What follows belongs to an exercise in optimizing a design on an open flow for a short achievable clock period and few clock cycles; a production flow would make more cautious choices. Function was checked by simulation only, so behaviour that the tests miss may differ from the original. No activity file was given, so power comes from the tool's default toggle rates.

File: design/flow/config.mk
export PLATFORM = sky130hd
export DESIGN_NAME = y86_pipe
export DESIGN_NICKNAME = y86_pipe
export VERILOG_FILES = /design/flow/design.v
export SDC_FILE = /design/flow/constraint.sdc
export NUM_CORES = 4
export LEC_CHECK = 0
export CAP_MARGIN = 20
export CORE_MARGIN = 2
export CORE_UTILIZATION = 25
export GPL_ROUTABILITY_DRIVEN = 1
export PLACE_DENSITY = 0.35
export SLEW_MARGIN = 20
File: design/flow/constraint.sdc
create_clock -name core_clock -period 33.0 [get_ports {clk}]
set_input_delay 6.6000 -clock core_clock [delete_from_list [all_inputs] [get_ports {clk}]]
set_output_delay 6.6000 -clock core_clock [all_outputs]
set_load 0.01 [all_outputs]
File: design/flow/design.v
module y86_pipe(
    input         clk,
    input         rst,             
    output [63:0] imem_addr,       
    input  [79:0] imem_data,       
    output [63:0] dmem_addr,
    output        dmem_we,
    output [63:0] dmem_wdata,
    input  [63:0] dmem_rdata,      
    output [1:0]  stat             
);
localparam [3:0] RNONE = 4'hF, RSP = 4'd4;
reg  [63:0] pc;
reg         f_stop;                
reg         x_valid;
reg  [3:0]  x_icode, x_ifun;
reg  [3:0]  x_srcA, x_srcB, x_dstE, x_dstM;
reg  [63:0] x_valC, x_valP;
reg  [1:0]  x_stat;                
reg         m_we;
reg  [63:0] m_addr, m_wdata;
reg  [3:0]  m_dstM;
reg         m_isret;
reg  [63:0] w_valM;
reg  [3:0]  w_dstM;
reg  [1:0]  stat_r;
reg         zf, sf, of;
reg         rst_q;
reg  [63:0] rf [0:14];
assign imem_addr  = pc;
assign dmem_addr  = m_addr;
assign dmem_we    = m_we;
assign dmem_wdata = m_wdata;
assign stat       = stat_r;
wire x_rr  = x_icode == 4'h2;
wire x_ir  = x_icode == 4'h3;
wire x_rm  = x_icode == 4'h4;
wire x_mr  = x_icode == 4'h5;
wire x_op  = x_icode == 4'h6;
wire x_cl  = x_icode == 4'h8;
wire x_rt  = x_icode == 4'h9;
wire x_ps  = x_icode == 4'hA;
wire x_pp  = x_icode == 4'hB;
wire x_stall = x_valid && m_dstM != RNONE && (x_srcA == m_dstM || x_srcB == m_dstM);
wire x_go    = x_valid && !x_stall;
function [63:0] rdreg(input [3:0] s);
    rdreg = (s == RNONE) ? 64'd0 : rf[s];
endfunction
wire [63:0] valA = (x_srcA != RNONE && x_srcA == w_dstM) ? w_valM : rdreg(x_srcA);
wire [63:0] valB = (x_srcB != RNONE && x_srcB == w_dstM) ? w_valM : rdreg(x_srcB);
function cond_of(input [3:0] fn, input z, input s, input o);
    case (fn)
        4'd0: cond_of = 1'b1;
        4'd1: cond_of = (s ^ o) | z;
        4'd2: cond_of = s ^ o;
        4'd3: cond_of = z;
        4'd4: cond_of = ~z;
        4'd5: cond_of = ~(s ^ o);
        4'd6: cond_of = ~(s ^ o) & ~z;
        default: cond_of = 1'b0;
    endcase
endfunction
wire        x_sub = x_op && x_ifun[1:0] == 2'd1;
reg  [63:0] addA;
always @(*) begin
    if (x_op)              addA = x_sub ? ~valA : valA;
    else if (x_rm || x_mr) addA = x_valC;
    else if (x_cl || x_ps) addA = -64'd8;
    else                   addA = 64'd8;            
end
wire [64:0] sum65 = {1'b0, valB} + {1'b0, addA} + {64'd0, x_sub};
wire [63:0] sum   = sum65[63:0];
wire [63:0] andv  = valB & valA;
wire [63:0] xorv  = valB ^ valA;
reg  [63:0] opres;
reg         op_zf, op_of;
always @(*) begin
    case (x_ifun[1:0])
        2'd0: begin opres = sum;  op_zf = (valA ^ valB) == ((valA | valB) << 1);
                    op_of = (valA[63] == valB[63]) && (sum[63] != valB[63]); end
        2'd1: begin opres = sum;  op_zf = valA == valB;
                    op_of = (valA[63] != valB[63]) && (sum[63] != valB[63]); end
        2'd2: begin opres = andv; op_zf = andv == 64'd0; op_of = 1'b0; end
        default: begin opres = xorv; op_zf = valA == valB; op_of = 1'b0; end
    endcase
end
wire op_sf = opres[63];
wire x_cnd = cond_of(x_ifun, zf, sf, of);
reg  [63:0] valE;
always @(*) begin
    if (x_op)      valE = opres;
    else if (x_ir) valE = x_valC;
    else if (x_rr) valE = valA;
    else           valE = sum;
end
wire x_wrE = x_go && x_dstE != RNONE && !(x_rr && !x_cnd);
wire cc_upd = x_go && x_op;
wire zf_n = cc_upd ? op_zf : zf;
wire sf_n = cc_upd ? op_sf : sf;
wire of_n = cc_upd ? op_of : of;
wire [3:0] f_icode = imem_data[7:4];
wire [3:0] f_ifun  = imem_data[3:0];
wire [3:0] f_rA    = imem_data[15:12];
wire [3:0] f_rB    = imem_data[11:8];
wire f_bad  = (f_icode > 4'hB) ||
              ((f_icode == 4'h2 || f_icode == 4'h7) && f_ifun > 4'd6) ||
              (f_icode == 4'h6 && f_ifun > 4'd3);
wire f_halt = f_icode == 4'h0;
wire f_final = f_bad || f_halt;
wire f_take = (f_icode == 4'h8) || (f_icode == 4'h7 && cond_of(f_ifun, zf_n, sf_n, of_n));
wire [63:0] pc1 = pc + 64'd1;
wire [63:0] pc2 = pc + 64'd2;
wire [63:0] pc9 = pc + 64'd9;
wire [63:0] pc10 = pc + 64'd10;
reg [63:0] f_seq;
always @(*) begin
    case (f_icode)
        4'h2, 4'h6, 4'hA, 4'hB: f_seq = pc2;
        4'h3, 4'h4, 4'h5:       f_seq = pc10;
        4'h7, 4'h8:             f_seq = pc9;
        default:                f_seq = pc1;
    endcase
end
reg [3:0] f_srcA, f_srcB, f_dstE, f_dstM;
always @(*) begin
    f_srcA = RNONE; f_srcB = RNONE; f_dstE = RNONE; f_dstM = RNONE;
    if (!f_bad)
        case (f_icode)
            4'h2: begin f_srcA = f_rA; f_dstE = f_rB; end
            4'h3: begin f_dstE = f_rB; end
            4'h4: begin f_srcA = f_rA; f_srcB = f_rB; end
            4'h5: begin f_srcB = f_rB; f_dstM = f_rA; end
            4'h6: begin f_srcA = f_rA; f_srcB = f_rB; f_dstE = f_rB; end
            4'h8: begin f_srcB = RSP; f_dstE = RSP; end
            4'h9: begin f_srcA = RSP; f_srcB = RSP; f_dstE = RSP; end
            4'hA: begin f_srcA = f_rA; f_srcB = RSP; f_dstE = RSP; end
            4'hB: begin f_srcA = RSP; f_srcB = RSP; f_dstE = RSP; f_dstM = f_rA; end
            default: ;
        endcase
end
wire f_block = (x_valid && x_rt) || m_isret;       
wire f_go    = !f_stop && !f_block && !x_stall;
always @(posedge clk) begin
    if (rst)
        pc <= 64'd0;
    else if (m_isret)
        pc <= dmem_rdata;
    else if (f_go)
        pc <= f_take ? imem_data[71:8] : f_seq;
    if (rst)
        f_stop <= 1'b0;
    else if (f_go && f_final)
        f_stop <= 1'b1;
    if (rst)
        x_valid <= 1'b0;
    else if (!x_stall)
        x_valid <= f_go;
    if (f_go) begin
        x_icode <= f_bad ? 4'h1 : f_icode;
        x_ifun  <= f_ifun;
        x_srcA  <= f_srcA;
        x_srcB  <= f_srcB;
        x_dstE  <= f_dstE;
        x_dstM  <= f_dstM;
        x_valC  <= imem_data[79:16];
        x_valP  <= pc9;
        x_stat  <= f_bad ? 2'd2 : (f_halt ? 2'd1 : 2'd0);
    end
end
always @(posedge clk) begin
    if (rst) begin
        m_we    <= 1'b0;
        m_dstM  <= RNONE;
        m_isret <= 1'b0;
    end
    else begin
        m_we    <= x_go && (x_rm || x_ps || x_cl);
        m_dstM  <= x_go ? x_dstM : RNONE;
        m_isret <= x_go && x_rt;
    end
    m_addr  <= (x_rt || x_pp) ? valA : sum;
    m_wdata <= x_cl ? x_valP : valA;
    if (rst)
        w_dstM <= RNONE;
    else
        w_dstM <= (x_wrE && x_dstE == m_dstM) ? RNONE : m_dstM;
    w_valM <= dmem_rdata;
    if (rst) begin
        zf <= 1'b1; sf <= 1'b0; of <= 1'b0;
    end
    else if (cc_upd) begin
        zf <= op_zf; sf <= op_sf; of <= op_of;
    end
    if (rst)
        stat_r <= 2'd0;
    else if (x_valid && stat_r == 2'd0)
        stat_r <= x_stat;
    rst_q <= rst;
end
genvar i;
generate
    for (i = 0; i < 15; i = i + 1) begin : regs
        always @(posedge clk) begin
            if (rst_q)
                rf[i] <= 64'd0;
            else if (x_wrE && x_dstE == i)
                rf[i] <= valE;
            else if (w_dstM == i)
                rf[i] <= w_valM;
        end
    end
endgenerate
endmodule
File: design/flow/run.sh
#!/bin/bash
# synth_recipe.tcl (not shown) runs the flow's synth.tcl, then flattens the netlist and writes it again
# the make line also repeats each setting of config.mk as NAME=value (left out here)
make -C /OpenROAD-flow-scripts/flow DESIGN_CONFIG=/design/flow/config.mk WORK_HOME=/design/flow/orfs CLKGATE_MAP_FILE= SYNTH_SCRIPT=/design/flow/synth_recipe.tcl finish
==> run notes <==
## where the power goes
part / switching (uW) / internal [uW] / leakage (uW)
combinational: 1760 / 647 / 0.0186
sequential: 151 / 1850 / 0.0116
clock: 897 / 1200 / 0.00297
## critical path: cells and delay by family
| kind | cells | cell delay [ns] |
|---|---|---|
| AOI/OAI and AO/OA | 3 | 0.90 |
| xor gates and xnor gates | 1 | 0.21 |
| buffers and inverters | 2 | 1.48 |
| muxes | 1 | 0.11 |
| and+or+nand+nor | 6 | 1.78 |
## state kept, by name (all words and copies together) (netlist names), 2 cells and up
name / flops
m_addr: 64
x_stat: 2
stat_r: 2
x_icode: 4
rf: 960
w_dstM: 4
m_dstM: 4
pc: 64
x_srcB: 4
x_valP: 64
x_srcA: 4
m_wdata: 64
w_valM: 64
x_dstE: 4
x_ifun: 4
x_valC: 64
x_dstM: 4
## cells in the mapped netlist (70+ instances only)
cell type / count
sky130_fd_sc_hd__o21ai_0: 290
sky130_fd_sc_hd__a222oi_1: 117
sky130_fd_sc_hd__clkbuf_1: 1003
sky130_fd_sc_hd__inv_1: 196
sky130_fd_sc_hd__a31o_2: 70
sky130_fd_sc_hd__ha_1: 192
sky130_fd_sc_hd__xor2_1: 131
sky130_fd_sc_hd__mux2i_1: 386
sky130_fd_sc_hd__a21oi_1: 499
sky130_fd_sc_hd__nor2_1: 601
sky130_fd_sc_hd__mux2_2: 97
sky130_fd_sc_hd__a311oi_1: 99
sky130_fd_sc_hd__buf_1: 107
sky130_fd_sc_hd__dfxtp_1: 1234
sky130_fd_sc_hd__xnor2_1: 123
sky130_fd_sc_hd__nand4_1: 205
sky130_fd_sc_hd__nor3_1: 92
sky130_fd_sc_hd__nand2_1: 1019
sky130_fd_sc_hd__o21a_1: 70
sky130_fd_sc_hd__nor2b_1: 476
sky130_fd_sc_hd__a22oi_1: 748
sky130_fd_sc_hd__o221ai_1: 150
sky130_fd_sc_hd__nand3_1: 198
sky130_fd_sc_hd__and3_1: 119
sky130_fd_sc_hd__edfxtp_1: 154
sky130_fd_sc_hd__a211oi_1: 1257
## through the flow
stage	worst slack (ns)	std cells	hold slack [ns]
2_1_floorplan	23.64	10300	0.405
6_report	22.72	14600	0.409
3_5_place_dp	21.95	14200	0.418
4_1_cts	22.89	14600	0.401
5_1_grt	22.52	14600	0.430
3_3_place_gp	21.95	14200	0.428
## area by class of cell
type	count	area, um2
Fill cell	35700	238000
Multi-Input combinational cell	7525	50800
Sequential cell	1388	29300
Inverter	196	736
Antenna cell	36	90.1
Timing Repair Buffer	624	5880
Tap cell	4515	5650
Clock buffer	281	5490
Clock inverter	53	539
## how the worst min path moves through the flow
stage	startpoint	end	slack [ns]
floorplan	x_dstM[0]	m_dstM[0]	0.41
global placement	x_dstM[2]	m_dstM[2]	0.43
detailed placement	x_dstM[3]	m_dstM[3]	0.42
CTS	x_dstM[3]	m_dstM[3]	0.40
global route	x_dstM[3]	m_dstM[3]	0.43
finish	x_dstM[3]	m_dstM[3]	0.41
## cells by family after synthesis
family	Yosys count	synth area share, %
compound gates	3640	30.9
xor+xnor	254	2.63
fa+ha+maj	195	2.90
buf+inv	1372	6.23
flops	1388	34.6
mux	484	5.87
simple gates	2952	16.8
## routing by layer
metal	part of all wire, %	track usage [%]
met1	41	43.7
met2	43	50.8
met3	9.3	7.61
met4	6.6	18.7
met5	0.044	0.0700
==> reports/results.txt <==
Result of the run -> complete, no violations
Width of the die -> 586 um
Worst R2R End -> pc[2]
Arrival time at the worst endpoint -> 11.13 ns
Fraction of registers with async set/reset -> 0%
Path category of the worst min-delay check -> flip-flop to flip-flop
RePlAce Congestion -> 0.990
Total grt overflow -> 0
Leakage dissipation -> 0.0332 uW
Cell repeated most along the worst path -> sky130_fd_sc_hd__nor2_1
Portion of the clock cycle consumed by the worst path in the final layout -> 31.1%
Critical Path Start Type -> input pin
Portion of the post-synthesis area used by sequential elements -> 34.6%
Wire length of the first global-routing pass -> 794 mm
Share of layout cells above drive strength 1 -> 9.00%
Crit path max-delay cell type -> sky130_fd_sc_hd__clkdlybuf4s50_1
Leading cell type in the layout, fill and taps excluded -> sky130_fd_sc_hd__a211oi_1
Placement row count -> 213
Count of buffers inserted at the top-level ports -> 340
Top_reg_cell synth -> sky130_fd_sc_hd__dfxtp_1
Number of max-slew violations in the final report -> 0
Synthesized netlist cell count -> 10300
CTS tree -> done
Area Overhead vs Synth -> 16.3%
Number of warnings reported in the yosys synthesis log -> 2
Io pins -> 341
Cell area after technology mapping -> 84700 um2
Clock transition at the register clock pins on the worst setup and hold paths after CTS -> 0.07 ns
Reg2reg start -> x_srcA[3]
Overall routing resource usage -> 33.5%
Overall die height -> 586 um
Upper clock frequency limit -> 0.0973 GHz
Worst relative slew slack -> 14.3%
Average footprint of a synthesized cell -> 8.23 um2
Buffer type at the clock tree root -> sky130_fd_sc_hd__clkbuf_16
Crit path required time -> 33.85 ns
Number of gates resized after cts -> 0
Worst-path maximum fanout -> 54
Library cell occupying the most area in the post-synthesis netlist -> sky130_fd_sc_hd__dfxtp_1
Total wirelength of the detailed-routed design -> 600 mm
Worst R2R Setup Slack -> 22.81 ns
Number of synthesized flops with an enable pin -> 154
Area of the placeable core -> 337000 um2
Placed wire-length estimate -> 376 mm
Synth unique cells -> 103
Start-to-end type of the worst setup path -> input pin to flip-flop
Start point of the critical path -> imem_data[7]
Hold Buf Count CTS -> 0
Ordered cell list for the critical path -> clkdlybuf4s50_1, nand2b_1, nor3_1, a21o_2, buf_4, nor2_1, a221o_1, nor2_1, nand2_1, nor2_1, xor2_1, mux2i_1, a21oi_1
Share of the core filled with cells -> 29.3%
Number of nets at the end of the flow -> 10300
End point of the critical path -> pc[47]
Final hold vios -> 0
TritonCTS buffer count -> 184
Number of maximum-capacitance violations -> 0
Clock latency on the worst-skew pair -> 0.92 ns
Kind of end point of the critical path -> flip-flop
H-Tree Level Count -> 4
Number of remaining DRC errors -> 0
Buffer levels on the longest clock path -> 4
Final setup TNS -> 0 ns
Logic depth of the worst register-to-register path -> 29
Initial antenna violation count -> 62
Worst setup skew after layout -> 0.0523 ns
Number of clock sinks -> 1388
Critical Path Max Stage Delay -> 0.85 ns
Number of setup violations in the final report -> 0
Average detailed-routed wire length per instance -> 41.1 um
DRT Pass-1 Iters -> 10
Starting utilization of the core area -> 25.1%
Unrepaired setup endpoints after global routing -> no
VDD IR max -> 0.0000402 V
Remaining number of nets flagged by the antenna check after routing -> 0
Power density relative to cell area -> 66.0 nW/um2
Overall Power -> 6500 uW
Final critical delay including setup and external delays -> 10.28 ns
Post-layout instance area -> 98500 um2
Cell area after placement -> 92400 um2
Hold path depth -> 1
Floorplan die area -> 343000 um2
Number of vias in the routed layout -> 92000
Flip-flop and latch count after synthesis -> 1388
Highest-count cells in the layout ignoring fill and taps -> 1257 x sky130_fd_sc_hd__a211oi_1, 1230 x sky130_fd_sc_hd__dfxtp_1, 1007 x sky130_fd_sc_hd__nand2_1
Post-detailed-route via-to-cell ratio -> 6.29
Slew @ Worst Pin -> 1.27 ns
Total setup buffers inserted after CTS -> 0
Maximum number of pins on one net before global-route repair -> 153
Cells taking the most area after synthesis -> sky130_fd_sc_hd__dfxtp_1 29%, sky130_fd_sc_hd__a211oi_1 11%, sky130_fd_sc_hd__a22oi_1 6.6%
Vias in the first global route -> 85700
Detailed Route Iter0 Violations -> 14100
Post-synthesis net count -> 10600
Fraction of post-synthesis cell area in the top cell type by area -> 29.2%
Testbench counts, summed over its fixed seeds: cycles 47,294.

[what the ideal ports hide]
How much do the figures lean on ideal ports? The routed layout below was timed once more, with nothing changed but the port constraints. Step 1 sets driving cells, clkbuf_16 on the clock port and buf_2 on the other inputs (assumed; they add their load-dependent delay and slew). Step 2 adds t to the input delays and takes it off the output delays; t is the mean of the earliest and latest rising clock arrival at the registers after step 1. Input paths then give back, and output paths get back, about the clock's delay inside the block. a / b / c = ideal ports / drivers / drivers and shift; a / b = the first two.
t, ns: 1.004
setup WS [ns]: 22.722 / 22.723 / 21.719
slew at the worst register clock pin (ns): 0.07 / 0.07
pins driven straight from the clock port: 1
After both steps this run still meets setup and hold. For this run, drivers alone change the setup slack by +0.001 ns; drivers and shift together by -1.003 ns.
